Background: an optimization exercise with open tools, aiming at small area and a short achievable clock period. Do not read the settings as production practice. Where RTL was checked, it was by simulation tests only, not by an equivalence proof against the original. Power and IR drop assume default switching activity.

==> v6 <==
Design MyComputer, start of the top module:
module MyComputer(
	input Clock,
	output [9:0] LEDR,
	input [9:0] SW,
	input [3:0] KEY,
	output [6:0] HEX0,
	output [6:0] HEX1,
	output [6:0] HEX2,
	output [6:0] HEX3,
	output [6:0] HEX4,
	output [6:0] HEX5
);
export LEC_CHECK = 0
export ABC_AREA = 1
export CAP_MARGIN = 20
export CORE_MARGIN = 2
export CORE_UTILIZATION = 40
export CTS_BUF_LIST = sky130_fd_sc_hd__clkbuf_8
export CTS_CLUSTER_SIZE = 20
export PLACE_DENSITY = 0.6
export SLEW_MARGIN = 20
create_clock -name core_clock -period 11.0 [get_ports {Clock}]
standard.sh (not shown) runs the stock make flow with config.mk's settings and CLKGATE_MAP_FILE= SYNTH_SCRIPT=/design/flow/synth_recipe.tcl, a recipe that flattens the netlist after the stock synthesis.
==> flow/flow/run.sh <==
#!/bin/bash
# The standard layout (standard.sh), with buf_4 cells as the port buffers
# instead of the default delay buffers, and timing repair aimed below the
# clock period.
bash standard.sh "BUFFER_PORTS_ARGS=-buffer_cell sky130_fd_sc_hd__buf_4" SETUP_SLACK_MARGIN=7.7 finish > standard.log 2>&1
==> inputs of v38, as changes to v6 <==
--- a/flow/design.v
+++ b/flow/design.v
@@ -265,19 +265,17 @@
 	end
 	wire [3:0] pb = k3 & ~k2;
 	reg [7:0] pdat, dinp;
 	always @(posedge Clock)
 		if (k1[3] & ~KEY[3]) pdat <= SW[7:0];
 	reg [7:0] cnt;
-	reg go, ngo;
+	reg go;
 	wire cwrap = (cnt == 8'd250);
-	wire go_n = !rst_n && ((!rst && cwrap) || ts1);
 	always @(posedge Clock) begin
 		cnt <= rst ? 8'd1 : cwrap ? 8'd0 : cnt + 8'd1;
-		go <= go_n;
-		ngo <= !go_n;
+		go <= !rst_n && ((!rst && cwrap) || ts1);
 	end
 	reg [6:0] ip;
 	reg [7:0] s0, s1, s2, s3;    
 	reg [3:0] sz;                
 	reg sz5;                     
 	reg [5:0] gout;              
@@ -317,13 +315,13 @@
 	wire msub = mlast & mq[0];
 	wire [8:0] aa = mc[3] ? {s1[7], s1} : ma;
 	wire [8:0] ab = ({s0[7], s0} ^ {9{msub}}) & {9{mc[3] | mq[0]}};
 	wire [8:0] msum;
 	Add9 add(.a(aa), .b(ab), .cin(msub), .s(msum));
 	always @(posedge Clock) begin
-		mrst <= !ngo & (s0_we | s1_we);
+		mrst <= go & (s0_we | s1_we);
 		mlast <= !mrst && (mc == 4'd6);
 		if (mrst) begin
 			ma <= 9'd0;
 			mq <= s1;
 			mc <= 4'd0;
 		end else if (!mdone) begin
@@ -335,33 +333,33 @@
 				mq <= {msum[0], mq[7:1]};
 			end
 			mc <= mc + 4'd1;
 		end
 	end
 	wire sum_ov = ma[8] ^ ma[7];
-	reg [6:0] so, st_n;    
+	reg [6:0] so, st;      
 	reg h2one, h2neg;      
 	reg h3neg;             
 	wire neg = s0[7];
 	wire [3:0] ones, tens;
 	wire ge10, ge100;
-	wire [6:0] so_n, sgt;
+	wire [6:0] so_n, st_n;
 	DecTab dec(.x(s0), .ones(ones), .tens(tens), .ge10(ge10), .ge100(ge100));
 	BcdSeg sg0(.d(ones), .segs(so_n));
-	BcdSeg sg1(.d(tens), .segs(sgt));
+	BcdSeg sg1(.d(tens), .segs(st_n));
 	always @(posedge Clock) begin
-		if (!ngo) begin
+		if (go) begin
 			ip <= nip;
 			if (s0_we) s0 <= ({8{s0_dinp}} & dinp) | ({8{s0_s1}} & s1) |
 				({8{s0_sum}} & ma[7:0]) | ({8{s0_mq}} & mq);
 			if (s1_we) s1 <= s1_s0 ? s0 : s2;
 			if (s2_we) s2 <= s2_s1 ? s1 : s3;
 			if (s3_we) s3 <= s2;
 			if (d_we) begin
 				so <= so_n;
-				st_n <= ge10 ? ~sgt : neg ? 7'h40 : 7'h00;
+				st <= ge10 ? st_n : neg ? 7'h3f : 7'h7f;
 				h2one <= ge100;
 				h2neg <= neg && ge10 && !ge100;
 				h3neg <= neg && ge100;
 			end
 			if (g_ld0 | g_ldsz) gout[3:0] <= g_ldsz ? sz : 4'd0;
 			if (g_ld0 | g_ldsz | g4_clr | g4_set) gout[4] <= g4_set;
@@ -404,13 +402,13 @@
 	always @(posedge Clock) begin
 		hx4 <= hx4_n;
 		hx5 <= hx5_n;
 	end
 	assign LEDR = {flag[5], flag[4], flag[3], go, gout};
 	assign HEX0 = {so[6:4] | {3{!enC}}, so[3:0] | {4{!enA}}};
-	assign HEX1 = {~(st_n[6:4] & {3{!enD_n}}), ~(st_n[3:0] & {4{!enB_n}})};
+	assign HEX1 = {st[6:4] | {3{enD_n}}, st[3:0] | {4{enB_n}}};
 	assign HEX2 = {!(enC && h2neg), 3'b111, !(enC && h2one), !(enC && h2one), 1'b1};
 	assign HEX3 = {!(!enD_n && h3neg), 6'h3f};
 	assign HEX4 = hx4;
 	assign HEX5 = hx5;
 endmodule
 module Add9(input [8:0] a, input [8:0] b, input cin, output [8:0] s);
==> flow/flow/run.sh (replaced) <==
#!/bin/bash
# The standard layout (standard.sh), with buf_4 cells as the port buffers
# instead of the default delay buffers, and timing repair aimed below the
# clock period.
bash standard.sh "BUFFER_PORTS_ARGS=-buffer_cell sky130_fd_sc_hd__buf_4" SETUP_SLACK_MARGIN=7.9 finish > standard.log 2>&1
==> flow_summary.ini <==
[global_routing]
met3_usage_pct = 4.37

[clocking]
path_clk_slew_ns = 0.10

[placement]
finalWeightedCongestion = 0.973

[synthesis]
syn_inst = 1122

[power_and_ir_drop]
power_mw = 1.15

[outcome]
status = timing/DRC/antenna clean

[layout]
clockNetworkAreaShare_pct = 3.68
seq_area_mm2 = 0.00414

[floorplanning]
die-area_mm2 = 0.0235
That was v38.
==> flow_summary.ini <==
[outcome]
status = timing/DRC/antenna clean

[routing]
routed_wl_um = 24100
firstDrtPassIters = 6

[placement]
finalWeightedCongestion = 0.961

[global_routing]
met3_usage_pct = 4.28
busiest_layer = met2

[clocking]
post_cts_buffers = 0

[power_and_ir_drop]
power_mw = 3.34

[layout]
clockNetworkAreaShare_pct = 3.93
seq_area_mm2 = 0.00414
seq_cells = 162

[floorplanning]
die-area_mm2 = 0.0244
die_y_um = 156
That was v6.
No run of this note included a check of the RTL's function; only the layout flow was run.

---

==> 12-15: inputs <==
Another version of the RTL of MyComputer (not shown whole).
export LEC_CHECK = 0
export CAP_MARGIN = 20
export CORE_MARGIN = 2
export CORE_UTILIZATION = 40
export CTS_BUF_LIST = sky130_fd_sc_hd__clkbuf_8
export CTS_CLUSTER_SIZE = 20
export PLACE_DENSITY = 0.6
export SLEW_MARGIN = 20
create_clock -name core_clock -period 11.0 [get_ports {Clock}]
==> flow/flow/run.sh <==
#!/bin/bash
# The standard layout (standard.sh), with buf_4 cells as the port buffers
# instead of the default delay buffers, and timing repair aimed below the
# clock period.
bash standard.sh "BUFFER_PORTS_ARGS=-buffer_cell sky130_fd_sc_hd__buf_4" SETUP_SLACK_MARGIN=7.7 finish > standard.log 2>&1
==> 06-12 (differences from 12-15) <==
--- a/flow/design.v
+++ b/flow/design.v
@@ -171,18 +171,20 @@
 	assign segs[4] = n24;
 	assign segs[5] = n28;
 	assign segs[6] = n32;
 endmodule
 module Ctrl(input [6:0] ip, output [6:0] tgt,
-	output g_ld0, g_ldsz, g4_set, g4_clr, g5_set, g5_clr,
-	output g6_set, g6_clr, s0_we, s1_we, s2_we, s3_we,
-	output d_we, f0_clr, f1_clr, f2_clr, f3_clr, f4_we,
-	output f5_we, sz_clr, sz_shl, sz_shr, sz_one, sz5_set,
-	output sz5_clr, s0_dinp, s0_s1, s0_sum, s0_mq, s1_s0,
-	output s2_s1, f4_sum, f5_shr, c_f0, c_f1, c_f2,
-	output c_f3, c_sz0, c_szeq1, c_sz1, c_sz2, c_sz3,
-	output c_fz, c_go);
+	output h_set, h_clr, g_ld0, g_ldsz, g4_set, g4_clr,
+	output g5_set, g5_clr, g6_set, g6_clr, s0_we, s1_we,
+	output s2_we, s3_we, d_we, f0_clr, f1_clr, f2_clr,
+	output f3_clr, f4_we, f5_we, sz_clr, sz_shl, sz_shr,
+	output sz_one, sz5_set, sz5_clr, s0_dinp, s0_s1, s0_sum,
+	output s0_mq, s1_s0, s2_s1, f4_sum, f5_shr, c_f0,
+	output c_f1, c_f2, c_f3, c_sz0, c_szeq1, c_sz1,
+	output c_sz2, c_sz3, c_fz, c_go);
+	assign h_set = (ip[5] & ip[3] & ip[2] & ip[1] & ip[0]);
+	assign h_clr = (!ip[6] & !ip[5] & !ip[3] & !ip[2] & !ip[1] & !ip[0]) | (!ip[6] & ip[5] & ip[3] & ip[2] & !ip[1] & !ip[0]);
 	assign g_ld0 = (!ip[6] & !ip[5] & !ip[3] & !ip[2] & !ip[1] & !ip[0]);
 	assign g_ldsz = (ip[6] & ip[5] & ip[3] & ip[2] & ip[1] & ip[0]) | (ip[5] & ip[4] & ip[3] & !ip[2] & ip[1] & !ip[0]);
 	assign g4_set = (!ip[6] & !ip[4] & ip[3] & !ip[2] & !ip[1] & !ip[0]);
 	assign g4_clr = (ip[5] & !ip[4] & !ip[3] & ip[1] & ip[0]) | (ip[5] & !ip[3] & !ip[2] & ip[1] & ip[0]) | (ip[6] & !ip[5] & !ip[4] & ip[2] & !ip[1] & ip[0]) | (!ip[6] & !ip[5] & ip[4] & !ip[2] & ip[1] & !ip[0]);
 	assign g5_set = (ip[5] & !ip[4] & !ip[3] & ip[1] & !ip[0]) | (ip[6] & !ip[5] & !ip[4] & ip[2] & !ip[1] & !ip[0]);
@@ -266,30 +268,33 @@
 	wire [3:0] pb = k3 & ~k2;
 	reg [7:0] pdat, dinp;
 	always @(posedge Clock)
 		if (k1[3] & ~KEY[3]) pdat <= SW[7:0];
 	reg [7:0] cnt;
-	reg go;
-	wire cwrap = (cnt == 8'd250);
-	always @(posedge Clock) begin
-		cnt <= rst ? 8'd1 : cwrap ? 8'd0 : cnt + 8'd1;
-		go <= !rst_n && ((!rst && cwrap) || ts1);
+	reg go, ngo;
+	wire cwrap = (cnt == 8'h68);
+	wire go_n = !rst_n && ((!rst && cwrap) || ts1);
+	always @(posedge Clock) begin
+		cnt <= rst ? 8'h02 : cwrap ? 8'h01 : {cnt[6:0], cnt[7] ^ cnt[5] ^ cnt[4] ^ cnt[3]};
+		go <= go_n;
+		ngo <= !go_n;
 	end
 	reg [6:0] ip;
 	reg [7:0] s0, s1, s2, s3;    
 	reg [3:0] sz;                
 	reg sz5;                     
-	reg [6:0] gout;              
+	reg [5:0] gout;              
 	reg [5:0] flag;
 	wire [6:0] tgt;
+	wire h_set, h_clr;
 	wire g_ld0, g_ldsz, g4_set, g4_clr, g5_set, g5_clr, g6_set, g6_clr;
 	wire s0_we, s1_we, s2_we, s3_we, d_we;
 	wire f0_clr, f1_clr, f2_clr, f3_clr, f4_we, f5_we;
 	wire sz_clr, sz_shl, sz_shr, sz_one, sz5_set, sz5_clr;
 	wire s0_dinp, s0_s1, s0_sum, s0_mq, s1_s0, s2_s1, f4_sum, f5_shr;
 	wire c_f0, c_f1, c_f2, c_f3, c_sz0, c_szeq1, c_sz1, c_sz2, c_sz3, c_fz, c_go;
-	Ctrl ctl(.ip(ip), .tgt(tgt),
+	Ctrl ctl(.ip(ip), .tgt(tgt), .h_set(h_set), .h_clr(h_clr),
 		.g_ld0(g_ld0), .g_ldsz(g_ldsz), .g4_set(g4_set), .g4_clr(g4_clr),
 		.g5_set(g5_set), .g5_clr(g5_clr), .g6_set(g6_set), .g6_clr(g6_clr),
 		.s0_we(s0_we), .s1_we(s1_we), .s2_we(s2_we), .s3_we(s3_we), .d_we(d_we),
 		.f0_clr(f0_clr), .f1_clr(f1_clr), .f2_clr(f2_clr), .f3_clr(f3_clr),
 		.f4_we(f4_we), .f5_we(f5_we),
@@ -307,66 +312,71 @@
 		(c_sz1 & sz[1]) | (c_sz2 & sz[2]) | (c_sz3 & sz[3]) | (c_fz & fz);
 	wire [6:0] nip = taken ? tgt : ip + 7'd1;
 	reg [8:0] ma;
 	reg [7:0] mq;
 	reg [3:0] mc;
-	reg mrst, mlast;
-	wire mdone = mc[3];
+	reg mrst, mlast, povr;
+	wire mdone = mc[3] & mc[0];
 	wire msub = mlast & mq[0];
-	wire [8:0] aa = mdone ? {s1[7], s1} : ma;
-	wire [8:0] ab = ({s0[7], s0} ^ {9{msub}}) & {9{mdone | mq[0]}};
+	wire [8:0] aa = mc[3] ? {s1[7], s1} : ma;
+	wire [8:0] ab = ({s0[7], s0} ^ {9{msub}}) & {9{mc[3] | mq[0]}};
 	wire [8:0] msum;
 	Add9 add(.a(aa), .b(ab), .cin(msub), .s(msum));
-	wire sum_ov = msum[8] ^ msum[7];
 	always @(posedge Clock) begin
-		mrst <= go & (s0_we | s1_we);
+		mrst <= !ngo & (s0_we | s1_we);
 		mlast <= !mrst && (mc == 4'd6);
 		if (mrst) begin
 			ma <= 9'd0;
 			mq <= s1;
 			mc <= 4'd0;
 		end else if (!mdone) begin
-			ma <= {msum[8], msum[8:1]};
-			mq <= {msum[0], mq[7:1]};
+			if (mc[3]) begin
+				ma <= msum;
+				povr <= !((&{ma[7:0], mq[7]}) | ~(|{ma[7:0], mq[7]}));
+			end else begin
+				ma <= {msum[8], msum[8:1]};
+				mq <= {msum[0], mq[7:1]};
+			end
 			mc <= mc + 4'd1;
 		end
 	end
-	wire prod_ov = !((&{ma[7:0], mq[7]}) | ~(|{ma[7:0], mq[7]}));
-	reg [6:0] so, st;      
-	reg h2one, h2neg;      
-	reg h3neg;             
+	wire sum_ov = ma[8] ^ ma[7];
+	reg dval;                  
+	reg [6:0] h0, h1;          
+	reg h2m, h2o, h3m;         
 	wire neg = s0[7];
 	wire [3:0] ones, tens;
 	wire ge10, ge100;
-	wire [6:0] so_n, st_n;
+	wire [6:0] sgo, sgt;
 	DecTab dec(.x(s0), .ones(ones), .tens(tens), .ge10(ge10), .ge100(ge100));
-	BcdSeg sg0(.d(ones), .segs(so_n));
-	BcdSeg sg1(.d(tens), .segs(st_n));
+	BcdSeg sg0(.d(ones), .segs(sgo));
+	BcdSeg sg1(.d(tens), .segs(sgt));
+	wire h_ld = h_clr | h_set | (d_we & dval);    
 	always @(posedge Clock) begin
-		if (go) begin
+		if (!ngo) begin
 			ip <= nip;
 			if (s0_we) s0 <= ({8{s0_dinp}} & dinp) | ({8{s0_s1}} & s1) |
-				({8{s0_sum}} & msum[7:0]) | ({8{s0_mq}} & mq);
+				({8{s0_sum}} & ma[7:0]) | ({8{s0_mq}} & mq);
 			if (s1_we) s1 <= s1_s0 ? s0 : s2;
 			if (s2_we) s2 <= s2_s1 ? s1 : s3;
 			if (s3_we) s3 <= s2;
-			if (d_we) begin
-				so <= so_n;
-				st <= ge10 ? st_n : neg ? 7'h3f : 7'h7f;
-				h2one <= ge100;
-				h2neg <= neg && ge10 && !ge100;
-				h3neg <= neg && ge100;
+			if (h_ld) begin
+				h0 <= sgo | {7{h_clr}};
+				h1 <= (ge10 ? sgt : neg ? 7'h3f : 7'h7f) | {7{h_clr}};
+				h2m <= !(neg && ge10 && !ge100) | h_clr;
+				h2o <= !ge100 | h_clr;
+				h3m <= !(neg && ge100) | h_clr;
 			end
+			if (g_ld0 | g6_clr | g6_set | g_ldsz) dval <= g6_set | g_ldsz;
 			if (g_ld0 | g_ldsz) gout[3:0] <= g_ldsz ? sz : 4'd0;
 			if (g_ld0 | g_ldsz | g4_clr | g4_set) gout[4] <= g4_set;
 			if (g_ld0 | g_ldsz | g5_clr | g5_set) gout[5] <= g5_set | (g_ldsz & sz5);
-			if (g_ld0 | g_ldsz | g6_clr | g6_set) gout[6] <= g6_set | g_ldsz;
 			if (f0_clr) flag[0] <= 1'b0;
 			if (f1_clr) flag[1] <= 1'b0;
 			if (f2_clr) flag[2] <= 1'b0;
 			if (f3_clr) flag[3] <= 1'b0;
-			if (f4_we) flag[4] <= f4_sum ? sum_ov : prod_ov;
+			if (f4_we) flag[4] <= f4_sum ? sum_ov : povr;
 			if (f5_we) flag[5] <= f5_shr & sz[0];
 			if (sz_clr) sz <= 4'd0;
 			if (sz_shl) sz <= {sz[2:0], 1'b0};
 			if (sz_shr) sz <= {1'b0, sz[3:1]};
 			if (sz_one) sz <= 4'd1;
@@ -389,16 +399,15 @@
 	HexSeg sg5(.bin({1'b0, ip[6:4]}), .segs(hx5_n));
 	always @(posedge Clock) begin
 		hx4 <= hx4_n;
 		hx5 <= hx5_n;
 	end
-	wire en = gout[6];
-	assign LEDR = {flag[5], flag[4], flag[3], go, gout[5:0]};
-	assign HEX0 = so | {7{!en}};
-	assign HEX1 = st | {7{!en}};
-	assign HEX2 = {!(en && h2neg), 3'b111, !(en && h2one), !(en && h2one), 1'b1};
-	assign HEX3 = {!(en && h3neg), 6'h3f};
+	assign LEDR = {flag[5], flag[4], flag[3], go, gout};
+	assign HEX0 = h0;
+	assign HEX1 = h1;
+	assign HEX2 = {h2m, 3'b111, h2o, h2o, 1'b1};
+	assign HEX3 = {h3m, 6'h3f};
 	assign HEX4 = hx4;
 	assign HEX5 = hx5;
 endmodule
 module Add9(input [8:0] a, input [8:0] b, input cin, output [8:0] s);
 	wire [8:0] p = a ^ b;
==> flow/flow/run.sh (replaced) <==
#!/bin/bash
# The standard layout (standard.sh), with buf_2 cells as the port buffers
# instead of the default delay buffers, and timing repair aimed below the
# clock period (repair_timing's setup margin).
bash standard.sh "BUFFER_PORTS_ARGS=-buffer_cell sky130_fd_sc_hd__buf_2" SETUP_SLACK_MARGIN=7.8 finish > standard.log 2>&1
Settings changed: ABC_AREA set to 1.
==> 02-01 (differences from 12-15) <==
--- a/flow/design.v
+++ b/flow/design.v
@@ -266,21 +266,24 @@
 	wire [3:0] pb = k3 & ~k2;
 	reg [7:0] pdat, dinp;
 	always @(posedge Clock)
 		if (k1[3] & ~KEY[3]) pdat <= SW[7:0];
 	reg [7:0] cnt;
-	reg go;
+	reg go, ngo;
 	wire cwrap = (cnt == 8'd250);
+	wire go_n = !rst_n && ((!rst && cwrap) || ts1);
 	always @(posedge Clock) begin
 		cnt <= rst ? 8'd1 : cwrap ? 8'd0 : cnt + 8'd1;
-		go <= !rst_n && ((!rst && cwrap) || ts1);
+		go <= go_n;
+		ngo <= !go_n;
 	end
 	reg [6:0] ip;
 	reg [7:0] s0, s1, s2, s3;    
 	reg [3:0] sz;                
 	reg sz5;                     
-	reg [6:0] gout;              
+	reg [5:0] gout;              
+	reg enA, enB_n, enC, enD_n;  
 	reg [5:0] flag;
 	wire [6:0] tgt;
 	wire g_ld0, g_ldsz, g4_set, g4_clr, g5_set, g5_clr, g6_set, g6_clr;
 	wire s0_we, s1_we, s2_we, s3_we, d_we;
 	wire f0_clr, f1_clr, f2_clr, f3_clr, f4_we, f5_we;
@@ -307,66 +310,77 @@
 		(c_sz1 & sz[1]) | (c_sz2 & sz[2]) | (c_sz3 & sz[3]) | (c_fz & fz);
 	wire [6:0] nip = taken ? tgt : ip + 7'd1;
 	reg [8:0] ma;
 	reg [7:0] mq;
 	reg [3:0] mc;
-	reg mrst, mlast;
-	wire mdone = mc[3];
+	reg mrst, mlast, povr;
+	wire mdone = mc[3] & mc[0];
 	wire msub = mlast & mq[0];
-	wire [8:0] aa = mdone ? {s1[7], s1} : ma;
-	wire [8:0] ab = ({s0[7], s0} ^ {9{msub}}) & {9{mdone | mq[0]}};
+	wire [8:0] aa = mc[3] ? {s1[7], s1} : ma;
+	wire [8:0] ab = ({s0[7], s0} ^ {9{msub}}) & {9{mc[3] | mq[0]}};
 	wire [8:0] msum;
 	Add9 add(.a(aa), .b(ab), .cin(msub), .s(msum));
-	wire sum_ov = msum[8] ^ msum[7];
 	always @(posedge Clock) begin
-		mrst <= go & (s0_we | s1_we);
+		mrst <= !ngo & (s0_we | s1_we);
 		mlast <= !mrst && (mc == 4'd6);
 		if (mrst) begin
 			ma <= 9'd0;
 			mq <= s1;
 			mc <= 4'd0;
 		end else if (!mdone) begin
-			ma <= {msum[8], msum[8:1]};
-			mq <= {msum[0], mq[7:1]};
+			if (mc[3]) begin
+				ma <= msum;
+				povr <= !((&{ma[7:0], mq[7]}) | ~(|{ma[7:0], mq[7]}));
+			end else begin
+				ma <= {msum[8], msum[8:1]};
+				mq <= {msum[0], mq[7:1]};
+			end
 			mc <= mc + 4'd1;
 		end
 	end
-	wire prod_ov = !((&{ma[7:0], mq[7]}) | ~(|{ma[7:0], mq[7]}));
-	reg [6:0] so, st;      
+	wire sum_ov = ma[8] ^ ma[7];
+	reg [6:0] so, st_n;    
 	reg h2one, h2neg;      
 	reg h3neg;             
 	wire neg = s0[7];
 	wire [3:0] ones, tens;
 	wire ge10, ge100;
-	wire [6:0] so_n, st_n;
+	wire [6:0] so_n, sgt;
 	DecTab dec(.x(s0), .ones(ones), .tens(tens), .ge10(ge10), .ge100(ge100));
 	BcdSeg sg0(.d(ones), .segs(so_n));
-	BcdSeg sg1(.d(tens), .segs(st_n));
+	BcdSeg sg1(.d(tens), .segs(sgt));
 	always @(posedge Clock) begin
-		if (go) begin
+		if (!ngo) begin
 			ip <= nip;
 			if (s0_we) s0 <= ({8{s0_dinp}} & dinp) | ({8{s0_s1}} & s1) |
-				({8{s0_sum}} & msum[7:0]) | ({8{s0_mq}} & mq);
+				({8{s0_sum}} & ma[7:0]) | ({8{s0_mq}} & mq);
 			if (s1_we) s1 <= s1_s0 ? s0 : s2;
 			if (s2_we) s2 <= s2_s1 ? s1 : s3;
 			if (s3_we) s3 <= s2;
 			if (d_we) begin
 				so <= so_n;
-				st <= ge10 ? st_n : neg ? 7'h3f : 7'h7f;
+				st_n <= ge10 ? ~sgt : neg ? 7'h40 : 7'h00;
 				h2one <= ge100;
 				h2neg <= neg && ge10 && !ge100;
 				h3neg <= neg && ge100;
 			end
 			if (g_ld0 | g_ldsz) gout[3:0] <= g_ldsz ? sz : 4'd0;
 			if (g_ld0 | g_ldsz | g4_clr | g4_set) gout[4] <= g4_set;
 			if (g_ld0 | g_ldsz | g5_clr | g5_set) gout[5] <= g5_set | (g_ldsz & sz5);
-			if (g_ld0 | g_ldsz | g6_clr | g6_set) gout[6] <= g6_set | g_ldsz;
+			if (g_ld0 | g_ldsz | g6_clr | g6_set) begin
+				enA <= g6_set | g_ldsz;
+				enB_n <= !(g6_set | g_ldsz);
+			end
+			if (ip == 7'd0 || ip == 7'd58 || ip == 7'd60 || ip == 7'd63 || ip == 7'd111) begin
+				enC <= ip == 7'd58 || ip == 7'd63 || ip == 7'd111;
+				enD_n <= !(ip == 7'd58 || ip == 7'd63 || ip == 7'd111);
+			end
 			if (f0_clr) flag[0] <= 1'b0;
 			if (f1_clr) flag[1] <= 1'b0;
 			if (f2_clr) flag[2] <= 1'b0;
 			if (f3_clr) flag[3] <= 1'b0;
-			if (f4_we) flag[4] <= f4_sum ? sum_ov : prod_ov;
+			if (f4_we) flag[4] <= f4_sum ? sum_ov : povr;
 			if (f5_we) flag[5] <= f5_shr & sz[0];
 			if (sz_clr) sz <= 4'd0;
 			if (sz_shl) sz <= {sz[2:0], 1'b0};
 			if (sz_shr) sz <= {1'b0, sz[3:1]};
 			if (sz_one) sz <= 4'd1;
@@ -389,16 +403,15 @@
 	HexSeg sg5(.bin({1'b0, ip[6:4]}), .segs(hx5_n));
 	always @(posedge Clock) begin
 		hx4 <= hx4_n;
 		hx5 <= hx5_n;
 	end
-	wire en = gout[6];
-	assign LEDR = {flag[5], flag[4], flag[3], go, gout[5:0]};
-	assign HEX0 = so | {7{!en}};
-	assign HEX1 = st | {7{!en}};
-	assign HEX2 = {!(en && h2neg), 3'b111, !(en && h2one), !(en && h2one), 1'b1};
-	assign HEX3 = {!(en && h3neg), 6'h3f};
+	assign LEDR = {flag[5], flag[4], flag[3], go, gout};
+	assign HEX0 = {so[6:4] | {3{!enC}}, so[3:0] | {4{!enA}}};
+	assign HEX1 = {~(st_n[6:4] & {3{!enD_n}}), ~(st_n[3:0] & {4{!enB_n}})};
+	assign HEX2 = {!(enC && h2neg), 3'b111, !(enC && h2one), !(enC && h2one), 1'b1};
+	assign HEX3 = {!(!enD_n && h3neg), 6'h3f};
 	assign HEX4 = hx4;
 	assign HEX5 = hx5;
 endmodule
 module Add9(input [8:0] a, input [8:0] b, input cin, output [8:0] s);
 	wire [8:0] p = a ^ b;
==> flow/flow/run.sh (replaced) <==
#!/bin/bash
# The standard layout (standard.sh), with buf_4 cells as the port buffers
# instead of the default delay buffers, and timing repair aimed below the
# clock period.
bash standard.sh "BUFFER_PORTS_ARGS=-buffer_cell sky130_fd_sc_hd__buf_4" SETUP_SLACK_MARGIN=7.5 finish > standard.log 2>&1
Settings changed: ABC_AREA set to 1.
==> notes <==
In 12-15 the utilization is higher than in 02-01, by 0.98 points.
Worst hold slack: 06-12 < 02-01 < 12-15.
In 02-01 the sequential cell count is higher than in 06-12, by 3.
In 02-01 the combinational power is smaller than in 12-15, by about 2%.
The highest setup slack belongs to 06-12, the lowest to 12-15.
The highest clock power belongs to 06-12, the lowest to 12-15.
Between 02-01 and 12-15, the lower synthesized area is in 12-15 (gap 3.6%, measured against 12-15).
The highest power belongs to 02-01, the lowest to 06-12.
Fmax: 06-12 > 02-01 > 12-15.
Function not checked in 02-01: the RTL went through the layout flow alone.

static timing again, ports no longer ideal:
Ports are ideal in the flow. The routed layouts listed here were re-timed in OpenROAD. Step 1 (the two cells are an assumption about what drives the block):
set clk [get_ports {Clock}]
set_driving_cell -lib_cell sky130_fd_sc_hd__clkbuf_16 $clk
set_driving_cell -lib_cell sky130_fd_sc_hd__buf_2 [delete_from_list [all_inputs] $clk]
Step 2, shift: input delay + t, output delay - t, t = (earliest + latest rising clock arrival at the registers) / 2. This alone moves slack from input paths to output paths. Slacks: ideal / step 1 / step 2; pairs: ideal / step 1.
| run | t (ns) | setup WS [ns] | slew at the worst register clock pin (ns) |
|---|---|---|---|
| v6 | 0.507 | 7.650 / 7.612 / 7.852 | 0.10 / 0.10 |
| v38 | 0.494 | 7.543 / 7.503 / 7.861 | 0.10 / 0.10 |
| 12-15 | 0.491 | 7.578 / 7.538 / 7.697 | 0.10 / 0.10 |
| 06-12 | 0.479 | 7.816 / 7.779 / 7.878 | 0.09 / 0.09 |
| 02-01 | 0.504 | 7.648 / 7.611 / 7.844 | 0.10 / 0.10 |
After both steps setup and hold are still met in every run listed.
